Background: an optimization exercise with open tools, aiming at small area, a short achievable clock period and few clock cycles. Do not read the settings as production practice. Where RTL was checked, it was by simulation tests only, not by an equivalence proof against the original. Power and IR drop assume default switching activity.

==> inputs of run a <==
==> flow/design.v (excerpt) <==
module gemm_controller (
  input  logic        clk,
  input  logic        rstn,
  input  logic        start,
  input  logic [15:0] M, K, Ncols,
  output logic        done,
  output logic [13:0] addr_A,
  input  logic [31:0] data_A,
  output logic [13:0] addr_B,
  input  logic [31:0] data_B,
  output logic [13:0] addr_C,
  output logic [31:0] data_C,
  output logic        we_C
);
  logic [14:0] n_q;
  logic [13:0] k_q;
  logic        busy, pre, ph, gnew;
  logic [1:0]  bub;                 
  logic [13:0] kl;                  
  logic [13:0] alt_A, alt_B;        
  logic [13:0] col, rb0;            
  logic [14:0] rows_left;           
  logic        more;                
  logic        b_c1v, b_r1v, b_re, b_fin;    
  logic        col_end1, col_end2, c1v, lastcol, r1v, lastrow;
  logic        k_is1, kl_is2, go, issue, s0, s1, s0_new, stop, load0, load1, klast;
  logic [13:0] col_p1, rb1;
  logic        f0_k0, f0_kl;
  logic [6:1]  k0_p;                
  logic        adr_ph, d_ph;        
  logic [4:0]  info [0:5];          
  ...
Settings: LEC_CHECK=0, CAP_MARGIN=20, CORE_MARGIN=2, CORE_UTILIZATION=40, CTS_BUF_LIST=sky130_fd_sc_hd__clkbuf_8, CTS_CLUSTER_SIZE=24, PLACE_DENSITY=0.6, SLEW_MARGIN=20; clock period 30.0 ns.
standard.sh (not shown) runs the stock make flow with config.mk's settings and CLKGATE_MAP_FILE= SYNTH_SCRIPT=/design/flow/synth_recipe.tcl, a recipe that flattens the netlist after the stock synthesis.
==> flow/flow/run.sh <==
#!/bin/bash
# The standard layout, with the port buffers made of sky130_fd_sc_hd__buf_2
# (ORFS's buffer_ports otherwise picks clkdlybuf4s50_1, a slow delay cell).
set -euo pipefail
export BUFFER_PORTS_ARGS="-buffer_cell sky130_fd_sc_hd__buf_2"
bash standard.sh > standard.log 2>&1
==> inputs of run b, as changes to run a <==
--- a/flow/design.v
+++ b/flow/design.v
@@ -733,28 +733,28 @@
 module fp16_mul_b (
   input  logic [23:0] r,
   output logic [15:0] y
 );
   logic        nan, inf, zero, s, st_lo;
   logic [5:0]  e0;
   logic [21:9] p;
   logic        hi, st_hi, inc_lo, inc_hi, ovf;
-  logic [11:0] lo_p1, hi_p1, mant_r;
+  logic [10:0] mant;
+  logic [11:0] mant_p1, mant_r;
   logic [6:0]  em15, em14, em13, ef;
   assign {nan, inf, zero, s, e0, st_lo, p} = r;
-  pfx_inc #(.W(11)) u_ilo (.x(p[20:10]), .s(lo_p1));
-  pfx_inc #(.W(11)) u_ihi (.x(p[21:11]), .s(hi_p1));
+  assign mant = p[21] ? p[21:11] : p[20:10];
+  pfx_inc #(.W(11)) u_inc (.x(mant), .s(mant_p1));
   always_comb begin
     hi     = p[21];
     st_hi  = st_lo | p[9];
     inc_lo = p[9]  & (st_lo | p[10]);
     inc_hi = p[10] & (st_hi | p[11]);
-    if (hi) mant_r = inc_hi ? hi_p1 : {1'b0, p[21:11]};
-    else    mant_r = inc_lo ? lo_p1 : {1'b0, p[20:10]};
+    mant_r = (hi ? inc_hi : inc_lo) ? mant_p1 : {1'b0, mant};
     ovf = mant_r[11];
     em15 = {1'b0, e0} - 7'd15;
     em14 = {1'b0, e0} - 7'd14;
     em13 = {1'b0, e0} - 7'd13;
     case ({hi, ovf})
       2'b00:   ef = em15;
       2'b11:   ef = em13;
       default: ef = em14;
@@ -886,172 +886,197 @@
   output logic [13:0] addr_B,
   input  logic [31:0] data_B,
   output logic [13:0] addr_C,
   output logic [31:0] data_C,
   output logic        we_C
 );
   logic [14:0] n_q;
   logic [13:0] k_q;
-  logic        busy, pre, ph, gnew;
+  logic        busy, ph, gnew;
+  logic        adv1;                
+  logic        k_in1;               
+  logic [3:0]  info_in;             
   logic [1:0]  bub;                 
   logic [13:0] kl;                  
   logic [13:0] alt_A, alt_B;        
   logic [13:0] col, rb0;            
+  logic        rstep;               
   logic [14:0] rows_left;           
   logic        more;                
   logic        b_c1v, b_r1v, b_re, b_fin;    
   logic        col_end1, col_end2, c1v, lastcol, r1v, lastrow;
   logic        k_is1, kl_is2, go, issue, s0, s1, s0_new, stop, load0, load1, klast;
   logic [13:0] col_p1, rb1;
   logic        f0_k0, f0_kl;
-  logic [6:1]  k0_p;                
+  logic [5:1]  k0_p;                
   logic        adr_ph, d_ph;        
-  logic [4:0]  info [0:5];          
+  logic [5:0]  la;                  
+  logic [3:0]  slot0, slot1;        
+  logic        wp, rp;              
   logic        q1, q2, q3;          
   logic        w_c1v, w_r1v, w_re, w_fin;
-  logic [13:0] wbase, wrow;         
-  logic [13:0] wadd_b;
-  logic        wadd_c;
+  logic [13:0] wbase;               
+  logic [3:0]  w_rd;                
+  logic [13:0] wsum, wnext;
+  logic        rst_q;               
   logic [15:0] a0_r, a1_r, b_r, b1_r;
   logic [23:0] pm0, pm0_c, pm1, pm1_c, mid0, mid0_c, mid1, mid1_c;
   logic [15:0] prod0, prod0_c, prod1, prod1_c, prod1d, acc0, acc1, y0, y1, acc0_in, acc1_in, dc;
   assign col_p1   = col + 14'd1;
   assign col_end1 = {1'b0, col_p1} == n_q;             
   assign col_end2 = ({1'b0, col_p1} + 15'd1) == n_q;   
   assign c1v      = !col_end1;
   assign lastcol  = col_end1 || col_end2;
   assign r1v      = rows_left != 15'd1;
   assign lastrow  = (rows_left == 15'd1) || (rows_left == 15'd2);
   assign rb1      = rb0 + k_q;
   assign k_is1    = (k_q == 14'd1);
   assign kl_is2   = (kl == 14'd2);
   assign go     = !busy && start;
-  assign issue  = busy && !pre && (bub == 2'd0);
+  assign issue  = busy && (bub == 2'd0);
+  assign k_in1  = (K == 16'd1);
+  assign info_in = {Ncols != 16'd1, M != 16'd1, Ncols <= 16'd2, (Ncols <= 16'd2) && (M <= 16'd2)};
   assign s0     = issue && !ph;
   assign s1     = issue && ph;
   assign s0_new = s0 && gnew;
   assign stop   = s0_new && !more;
   assign load0  = s0_new && more;
   assign load1  = s1 && f0_k0;
   assign klast  = gnew ? k_is1 : kl_is2;      
   always_ff @(posedge clk) begin
     if (!rstn) busy <= 1'b0;
     else if (go) busy <= 1'b1;
     else if (stop) busy <= 1'b0;
   end
   always_ff @(posedge clk) begin
     n_q <= Ncols[14:0];
     k_q <= K[13:0];
-    pre <= go;
+    adv1 <= go;
     if (!busy) begin
       rows_left <= M[14:0];
       ph <= 1'b0; gnew <= 1'b1; more <= 1'b1; bub <= 2'd0;
-      col <= '0; rb0 <= '0;
+      col <= '0; rb0 <= '0; rstep <= 1'b0;
+      if (go) begin
+        gnew  <= k_in1;
+        if (k_in1) bub <= 2'd2;
+        f0_k0 <= 1'b1;
+        f0_kl <= k_in1;
+        kl    <= K[13:0];
+      end
     end else begin
+      rstep <= 1'b0;
+      if (rstep) rb0 <= rb1;
       if (bub != 2'd0) bub <= bub - 2'd1;
       if (issue) ph <= ~ph;
       if (s0) begin
         f0_k0 <= gnew;
         f0_kl <= klast;
         kl    <= gnew ? k_q : kl - 14'd1;
       end
       if (load0) begin
         gnew <= 1'b0;
-        b_c1v <= c1v; b_r1v <= r1v; b_re <= lastcol; b_fin <= lastcol && lastrow;
       end else if (s1 && f0_kl) begin
         gnew <= 1'b1;
         if (k_is1) bub <= 2'd2;
       end
-      if (load1) begin
+      if (load0 || adv1) begin
+        b_c1v <= c1v; b_r1v <= r1v; b_re <= lastcol; b_fin <= lastcol && lastrow;
+      end
+      if (load1 || adv1) begin
         if (lastcol) begin
           col <= '0;
-          rb0 <= rb0 + {k_q[12:0], 1'b0};
+          rb0 <= rb1; rstep <= 1'b1;
           rows_left <= rows_left - 15'd2;
           if (lastrow) more <= 1'b0;
         end else
           col <= col + 14'd2;
       end
     end
-    if (load0) begin
+    if (!rstn || (!busy && !go)) begin
+      addr_A <= '0; addr_B <= '0;
+    end else if (go) begin
+      addr_A <= K[13:0]; addr_B <= 14'd1;
+    end else if (load0) begin
       addr_A <= rb0; addr_B <= col;
     end else if (load1) begin
       addr_A <= rb1; addr_B <= col_p1;
-    end else if (issue) begin
-      addr_A <= alt_A; addr_B <= alt_B;
+    end else begin
+      addr_A <= alt_A + 14'd1; addr_B <= alt_B + n_q[13:0];
     end
-    alt_A <= addr_A + 14'd1;
-    alt_B <= addr_B + n_q[13:0];
+    alt_A <= addr_A;
+    alt_B <= addr_B;
   end
   always_ff @(posedge clk) begin
-    adr_ph <= issue && ph;
-    d_ph   <= adr_ph;
-    k0_p <= {k0_p[5:1], f0_k0};
+    adr_ph <= (issue && ph) || go;
+    d_ph   <= adr_ph && !go;
+    k0_p <= {k0_p[4:1], f0_k0 || go};
   end
   always_ff @(posedge clk) begin
     if (!rstn) begin
-      for (int i = 0; i <= 5; i++) info[i] <= '0;
+      la <= '0; wp <= 1'b0; rp <= 1'b0;
       q1 <= 1'b0; q2 <= 1'b0; q3 <= 1'b0;
       we_C <= 1'b0; done <= 1'b0;
     end else begin
-      if (s0 && !stop && klast)
-        info[0] <= gnew ? {1'b1, c1v, r1v, lastcol, lastcol && lastrow}
-                        : {1'b1, b_c1v, b_r1v, b_re, b_fin};
-      else
-        info[0] <= '0;
-      for (int i = 1; i <= 5; i++) info[i] <= info[i-1];
-      q1 <= info[5][4]; q2 <= q1; q3 <= q2;
-      we_C <= info[5][4] | (q1 & w_c1v) | (q2 & w_r1v) | (q3 & w_r1v & w_c1v);
-      done <= q3 & w_fin;
+      la <= {la[4:1], la[0] || (go && k_in1), s0 && !stop && klast};
+      if ((s0 && !stop && klast) || (go && k_in1)) wp <= ~wp;
+      if (la[5]) rp <= ~rp;
+      q1 <= la[5]; q2 <= q1; q3 <= q2;
+      we_C <= la[5] | (q1 & w_c1v) | (q2 & w_r1v) | (q3 & w_r1v & w_c1v);
+      done <= (la[5] & w_rd[0] & ~w_rd[3] & ~w_rd[2]) |
+              (q1 & w_fin & w_c1v & ~w_r1v) |
+              (q2 & w_fin & w_r1v & ~w_c1v) |
+              (q3 & w_fin & w_r1v & w_c1v);
     end
   end
+  assign w_rd = rp ? slot1 : slot0;
   always_ff @(posedge clk) begin
-    if (info[5][4]) begin
-      {w_c1v, w_r1v, w_re, w_fin} <= info[5][3:0];
-    end
-    if (!rstn || (q3 && w_fin)) begin
-      wbase <= '0; wrow <= '0;
-    end else if (q3) begin
-      if (w_re) begin
-        wbase <= wrow + {n_q[12:0], 1'b0};
-        wrow  <= wrow + {n_q[12:0], 1'b0};
-      end else
-        wbase <= wbase + 14'd2;
+    if (go && k_in1) begin
+      if (wp) slot1 <= info_in;
+      else    slot0 <= info_in;
+    end else if (s0 && !stop && klast) begin
+      if (wp) slot1 <= (gnew || adv1) ? {c1v, r1v, lastcol, lastcol && lastrow} : {b_c1v, b_r1v, b_re, b_fin};
+      else    slot0 <= (gnew || adv1) ? {c1v, r1v, lastcol, lastcol && lastrow} : {b_c1v, b_r1v, b_re, b_fin};
     end
   end
-  assign wadd_b = (q1 || q2) ? n_q[13:0] : 14'd0;
-  assign wadd_c = info[5][4] ? 1'b0 : (q1 || q3);
+  assign wsum  = wbase + ((q2 || q3) ? n_q[13:0] : 14'd0) + {13'd0, q1 || q3};
+  assign wnext = wbase + (w_re ? {n_q[13:1], 1'b0} : 14'd0) + 14'd2;
   always_ff @(posedge clk) begin
-    if (info[5][4])   addr_C <= wbase;
-    else if (q1)      addr_C <= wbase + 14'd1;
-    else if (q2)      addr_C <= wbase + n_q[13:0];
-    else if (q3)      addr_C <= wbase + n_q[13:0] + 14'd1;
+    if (la[5]) begin
+      {w_c1v, w_r1v, w_re, w_fin} <= w_rd;
+    end
+    rst_q <= !rstn;
+    if (rst_q || (q3 && w_fin))
+      wbase <= '0;
+    else if (q3)
+      wbase <= wnext;
+    addr_C <= wsum;
   end
   always_ff @(posedge clk) begin
     if (!d_ph) a0_r <= data_A[15:0];
     else       a1_r <= data_A[15:0];
     b_r  <= data_B[15:0];
     b1_r <= b_r;
   end
   fp16_mul_a u_m0a (.a(a0_r), .b(b_r),  .r(pm0_c));
   fp16_mul_b u_m0b (.r(pm0), .y(prod0_c));
   fp16_mul_a u_m1a (.a(a1_r), .b(b1_r), .r(pm1_c));
   fp16_mul_b u_m1b (.r(pm1), .y(prod1_c));
-  assign acc0_in = {acc0[15] & ~k0_p[4], acc0[14:10] & {5{~k0_p[4]}}, acc0[9:0]};
-  assign acc1_in = {acc1[15] & ~k0_p[6], acc1[14:10] & {5{~k0_p[6]}}, acc1[9:0]};
-  fp16_add_align u_al0 (.a(acc0_in), .b(prod0),  .r(mid0_c));
+  assign acc0_in = {y0[15] & ~k0_p[3], y0[14:10] & {5{~k0_p[3]}}, y0[9:0]};
+  assign acc1_in = {y1[15] & ~k0_p[5], y1[14:10] & {5{~k0_p[5]}}, y1[9:0]};
+  fp16_add_align u_al0 (.a(acc0), .b(prod0),  .r(mid0_c));
   fp16_add_norm  u_nr0 (.r(mid0), .y(y0));
-  fp16_add_align u_al1 (.a(acc1_in), .b(prod1d), .r(mid1_c));
+  fp16_add_align u_al1 (.a(acc1), .b(prod1d), .r(mid1_c));
   fp16_add_norm  u_nr1 (.r(mid1), .y(y1));
   always_ff @(posedge clk) begin
     pm0    <= pm0_c;
     pm1    <= pm1_c;
     prod0  <= prod0_c;
     prod1  <= prod1_c;
     prod1d <= prod1;
     mid0   <= mid0_c;
     mid1   <= mid1_c;
-    acc0   <= y0;
-    acc1   <= y1;
+    acc0   <= acc0_in;
+    acc1   <= acc1_in;
     dc     <= (q2 || q3) ? y1 : y0;
   end
   assign data_C = {16'h0000, dc};
 endmodule
==> flow/config.mk (replaced) <==
export PLATFORM = sky130hd
export DESIGN_NAME = gemm_controller
export DESIGN_NICKNAME = gemm_controller
export VERILOG_FILES = /design/flow/design.v
export SDC_FILE = /design/flow/constraint.sdc
export NUM_CORES = 4
export LEC_CHECK = 0
export CAP_MARGIN = 20
export CORE_MARGIN = 2
export CORE_UTILIZATION = 40
export PLACE_DENSITY = 0.6
export SLEW_MARGIN = 20
==> inputs of run c, as changes to run a <==
--- a/flow/design.v
+++ b/flow/design.v
@@ -733,28 +733,28 @@
 module fp16_mul_b (
   input  logic [23:0] r,
   output logic [15:0] y
 );
   logic        nan, inf, zero, s, st_lo;
   logic [5:0]  e0;
   logic [21:9] p;
   logic        hi, st_hi, inc_lo, inc_hi, ovf;
-  logic [11:0] lo_p1, hi_p1, mant_r;
+  logic [10:0] mant;
+  logic [11:0] mant_p1, mant_r;
   logic [6:0]  em15, em14, em13, ef;
   assign {nan, inf, zero, s, e0, st_lo, p} = r;
-  pfx_inc #(.W(11)) u_ilo (.x(p[20:10]), .s(lo_p1));
-  pfx_inc #(.W(11)) u_ihi (.x(p[21:11]), .s(hi_p1));
+  assign mant = p[21] ? p[21:11] : p[20:10];
+  pfx_inc #(.W(11)) u_inc (.x(mant), .s(mant_p1));
   always_comb begin
     hi     = p[21];
     st_hi  = st_lo | p[9];
     inc_lo = p[9]  & (st_lo | p[10]);
     inc_hi = p[10] & (st_hi | p[11]);
-    if (hi) mant_r = inc_hi ? hi_p1 : {1'b0, p[21:11]};
-    else    mant_r = inc_lo ? lo_p1 : {1'b0, p[20:10]};
+    mant_r = (hi ? inc_hi : inc_lo) ? mant_p1 : {1'b0, mant};
     ovf = mant_r[11];
     em15 = {1'b0, e0} - 7'd15;
     em14 = {1'b0, e0} - 7'd14;
     em13 = {1'b0, e0} - 7'd13;
     case ({hi, ovf})
       2'b00:   ef = em15;
       2'b11:   ef = em13;
       default: ef = em14;
@@ -898,27 +898,27 @@
   logic [13:0] col, rb0;            
   logic [14:0] rows_left;           
   logic        more;                
   logic        b_c1v, b_r1v, b_re, b_fin;    
   logic        col_end1, col_end2, c1v, lastcol, r1v, lastrow;
   logic        k_is1, kl_is2, go, issue, s0, s1, s0_new, stop, load0, load1, klast;
   logic [13:0] col_p1, rb1;
   logic        f0_k0, f0_kl;
-  logic [6:1]  k0_p;                
+  logic [5:1]  k0_p;                
   logic        adr_ph, d_ph;        
-  logic [4:0]  info [0:5];          
+  logic [5:0]  la;                  
+  logic [3:0]  slot0, slot1;        
+  logic        wp, rp;              
   logic        q1, q2, q3;          
   logic        w_c1v, w_r1v, w_re, w_fin;
   logic [13:0] wbase, wrow;         
-  logic [13:0] wadd_b;
-  logic        wadd_c;
   logic [15:0] a0_r, a1_r, b_r, b1_r;
   logic [23:0] pm0, pm0_c, pm1, pm1_c, mid0, mid0_c, mid1, mid1_c;
-  logic [15:0] prod0, prod0_c, prod1, prod1_c, prod1d, acc0, acc1, y0, y1, acc0_in, acc1_in, dc;
+  logic [15:0] prod0, prod0_c, prod1, prod1_c, acc0, acc1, y0, y1, acc0_in, acc1_in, dc;
   assign col_p1   = col + 14'd1;
   assign col_end1 = {1'b0, col_p1} == n_q;             
   assign col_end2 = ({1'b0, col_p1} + 15'd1) == n_q;   
   assign c1v      = !col_end1;
   assign lastcol  = col_end1 || col_end2;
   assign r1v      = rows_left != 15'd1;
   assign lastrow  = (rows_left == 15'd1) || (rows_left == 15'd2);
   assign rb1      = rb0 + k_q;
@@ -979,79 +979,82 @@
       addr_A <= alt_A; addr_B <= alt_B;
     end
     alt_A <= addr_A + 14'd1;
     alt_B <= addr_B + n_q[13:0];
   end
   always_ff @(posedge clk) begin
     adr_ph <= issue && ph;
     d_ph   <= adr_ph;
-    k0_p <= {k0_p[5:1], f0_k0};
+    k0_p <= {k0_p[4:1], f0_k0};
   end
   always_ff @(posedge clk) begin
     if (!rstn) begin
-      for (int i = 0; i <= 5; i++) info[i] <= '0;
+      la <= '0; wp <= 1'b0; rp <= 1'b0;
       q1 <= 1'b0; q2 <= 1'b0; q3 <= 1'b0;
       we_C <= 1'b0; done <= 1'b0;
     end else begin
-      if (s0 && !stop && klast)
-        info[0] <= gnew ? {1'b1, c1v, r1v, lastcol, lastcol && lastrow}
-                        : {1'b1, b_c1v, b_r1v, b_re, b_fin};
-      else
-        info[0] <= '0;
-      for (int i = 1; i <= 5; i++) info[i] <= info[i-1];
-      q1 <= info[5][4]; q2 <= q1; q3 <= q2;
-      we_C <= info[5][4] | (q1 & w_c1v) | (q2 & w_r1v) | (q3 & w_r1v & w_c1v);
+      la <= {la[4:0], s0 && !stop && klast};
+      if (s0 && !stop && klast) wp <= ~wp;
+      if (la[5]) rp <= ~rp;
+      q1 <= la[5]; q2 <= q1; q3 <= q2;
+      we_C <= la[5] | (q1 & w_r1v) | (q2 & w_c1v) | (q3 & w_r1v & w_c1v);
       done <= q3 & w_fin;
     end
   end
   always_ff @(posedge clk) begin
-    if (info[5][4]) begin
-      {w_c1v, w_r1v, w_re, w_fin} <= info[5][3:0];
+    if (s0 && !stop && klast) begin
+      if (wp) slot1 <= gnew ? {c1v, r1v, lastcol, lastcol && lastrow} : {b_c1v, b_r1v, b_re, b_fin};
+      else    slot0 <= gnew ? {c1v, r1v, lastcol, lastcol && lastrow} : {b_c1v, b_r1v, b_re, b_fin};
+    end
+  end
+  always_ff @(posedge clk) begin
+    if (la[5]) begin
+      {w_c1v, w_r1v, w_re, w_fin} <= rp ? slot1 : slot0;
     end
     if (!rstn || (q3 && w_fin)) begin
       wbase <= '0; wrow <= '0;
     end else if (q3) begin
       if (w_re) begin
         wbase <= wrow + {n_q[12:0], 1'b0};
         wrow  <= wrow + {n_q[12:0], 1'b0};
       end else
         wbase <= wbase + 14'd2;
     end
   end
-  assign wadd_b = (q1 || q2) ? n_q[13:0] : 14'd0;
-  assign wadd_c = info[5][4] ? 1'b0 : (q1 || q3);
   always_ff @(posedge clk) begin
-    if (info[5][4])   addr_C <= wbase;
-    else if (q1)      addr_C <= wbase + 14'd1;
-    else if (q2)      addr_C <= wbase + n_q[13:0];
+    if (la[5])        addr_C <= wbase;
+    else if (q1)      addr_C <= wbase + n_q[13:0];
+    else if (q2)      addr_C <= wbase + 14'd1;
     else if (q3)      addr_C <= wbase + n_q[13:0] + 14'd1;
   end
   always_ff @(posedge clk) begin
     if (!d_ph) a0_r <= data_A[15:0];
     else       a1_r <= data_A[15:0];
     b_r  <= data_B[15:0];
     b1_r <= b_r;
   end
   fp16_mul_a u_m0a (.a(a0_r), .b(b_r),  .r(pm0_c));
   fp16_mul_b u_m0b (.r(pm0), .y(prod0_c));
   fp16_mul_a u_m1a (.a(a1_r), .b(b1_r), .r(pm1_c));
   fp16_mul_b u_m1b (.r(pm1), .y(prod1_c));
   assign acc0_in = {acc0[15] & ~k0_p[4], acc0[14:10] & {5{~k0_p[4]}}, acc0[9:0]};
-  assign acc1_in = {acc1[15] & ~k0_p[6], acc1[14:10] & {5{~k0_p[6]}}, acc1[9:0]};
+  assign acc1_in = {acc1[15] & ~k0_p[5], acc1[14:10] & {5{~k0_p[5]}}, acc1[9:0]};
   fp16_add_align u_al0 (.a(acc0_in), .b(prod0),  .r(mid0_c));
   fp16_add_norm  u_nr0 (.r(mid0), .y(y0));
-  fp16_add_align u_al1 (.a(acc1_in), .b(prod1d), .r(mid1_c));
+  fp16_add_align u_al1 (.a(acc1_in), .b(prod1), .r(mid1_c));
   fp16_add_norm  u_nr1 (.r(mid1), .y(y1));
   always_ff @(posedge clk) begin
     pm0    <= pm0_c;
     pm1    <= pm1_c;
     prod0  <= prod0_c;
     prod1  <= prod1_c;
-    prod1d <= prod1;
     mid0   <= mid0_c;
     mid1   <= mid1_c;
     acc0   <= y0;
     acc1   <= y1;
-    dc     <= (q2 || q3) ? y1 : y0;
+    if (q1)      dc <= y1;
+    else if (q2) dc <= acc0;
+    else if (q3) dc <= acc1;
+    else         dc <= y0;
   end
   assign data_C = {16'h0000, dc};
 endmodule
==> flow/config.mk (replaced) <==
export PLATFORM = sky130hd
export DESIGN_NAME = gemm_controller
export DESIGN_NICKNAME = gemm_controller
export VERILOG_FILES = /design/flow/design.v
export SDC_FILE = /design/flow/constraint.sdc
export NUM_CORES = 4
export LEC_CHECK = 0
export CAP_MARGIN = 20
export CORE_MARGIN = 2
export CORE_UTILIZATION = 60
export PLACE_DENSITY = 0.8
export SLEW_MARGIN = 20
==> notes.md <==
critical path class=in -> reg; clk pwr=0.698 mW; grt met3 use=0.03528; WP depth=9; Slew headroom=0.3276; diode count=1; tap cell count=1070; Mean Syn Cell Area=8.875 um2; fmax=135.5 MHz; clk sink count=471; status=complete, no violations; sequential cell area share=0.2783
That was run b.
==> notes.md <==
status=complete, no violations; grt met3 use=0.02973; WP depth=1; clk sink count=496; Slew headroom=0.3365; diode count=1; critical path class=reg -> out; Mean Syn Cell Area=~9 um2; clk pwr=0.677 mW; fmax=135.7 MHz; tap cell count=1155
That was run a.
==> notes.md <==
status=complete, no violations; Slew headroom=0.2989; diode count=0; WP depth=1; clk pwr=0.623 mW; fmax=135.7 MHz; critical path class=reg -> out; Fillers=between 4000 and 5000; sequential cell area share=0.2816; tap cell count=756; grt met3 use=0.04489
That was run c.
Testbench counts of run a, summed over its fixed seeds: cycles 38,586.
Testbench counts of run b, summed over its fixed seeds: cycles 38,173.
Function not checked in run c: the RTL went through the layout flow alone.

==> port drivers added, routing unchanged <==
In the flow no input, the clock included, has a driving cell. The finished layouts below were timed again as built, in two steps.
Step 1 (the two cells are an assumption about what drives the block):
set clk [get_ports {clk}]
set_driving_cell -lib_cell sky130_fd_sc_hd__clkbuf_16 $clk
set_driving_cell -lib_cell sky130_fd_sc_hd__buf_2 [delete_from_list [all_inputs] $clk]
Step 2, shift: input delay + t, output delay - t, t = (earliest + latest rising clock arrival at the registers) / 2. This alone moves slack from input paths to output paths.
a / b / c = ideal / step 1 / step 2; a / b = the first two.
| run | t (ns) | slack for setup (ns) | clock arrival spread, ns | worst data-port slew with drivers (ns) |
|---|---|---|---|---|
| run a | 0.730 | 22.628 / 22.571 / 22.535 | 0.037 / 0.037 | 0.07 |
| run b | 0.689 | 22.619 / 22.652 / 21.964 | 0.029 / 0.029 | 0.12 |
| run c | 0.669 | 22.630 / 22.564 / 22.498 | 0.022 / 0.022 | 0.05 |
After both steps setup and hold are still met in every run listed. The setup slack of run b, which loses most, moves by +0.033 ns with the drivers and by -0.655 ns with both steps.
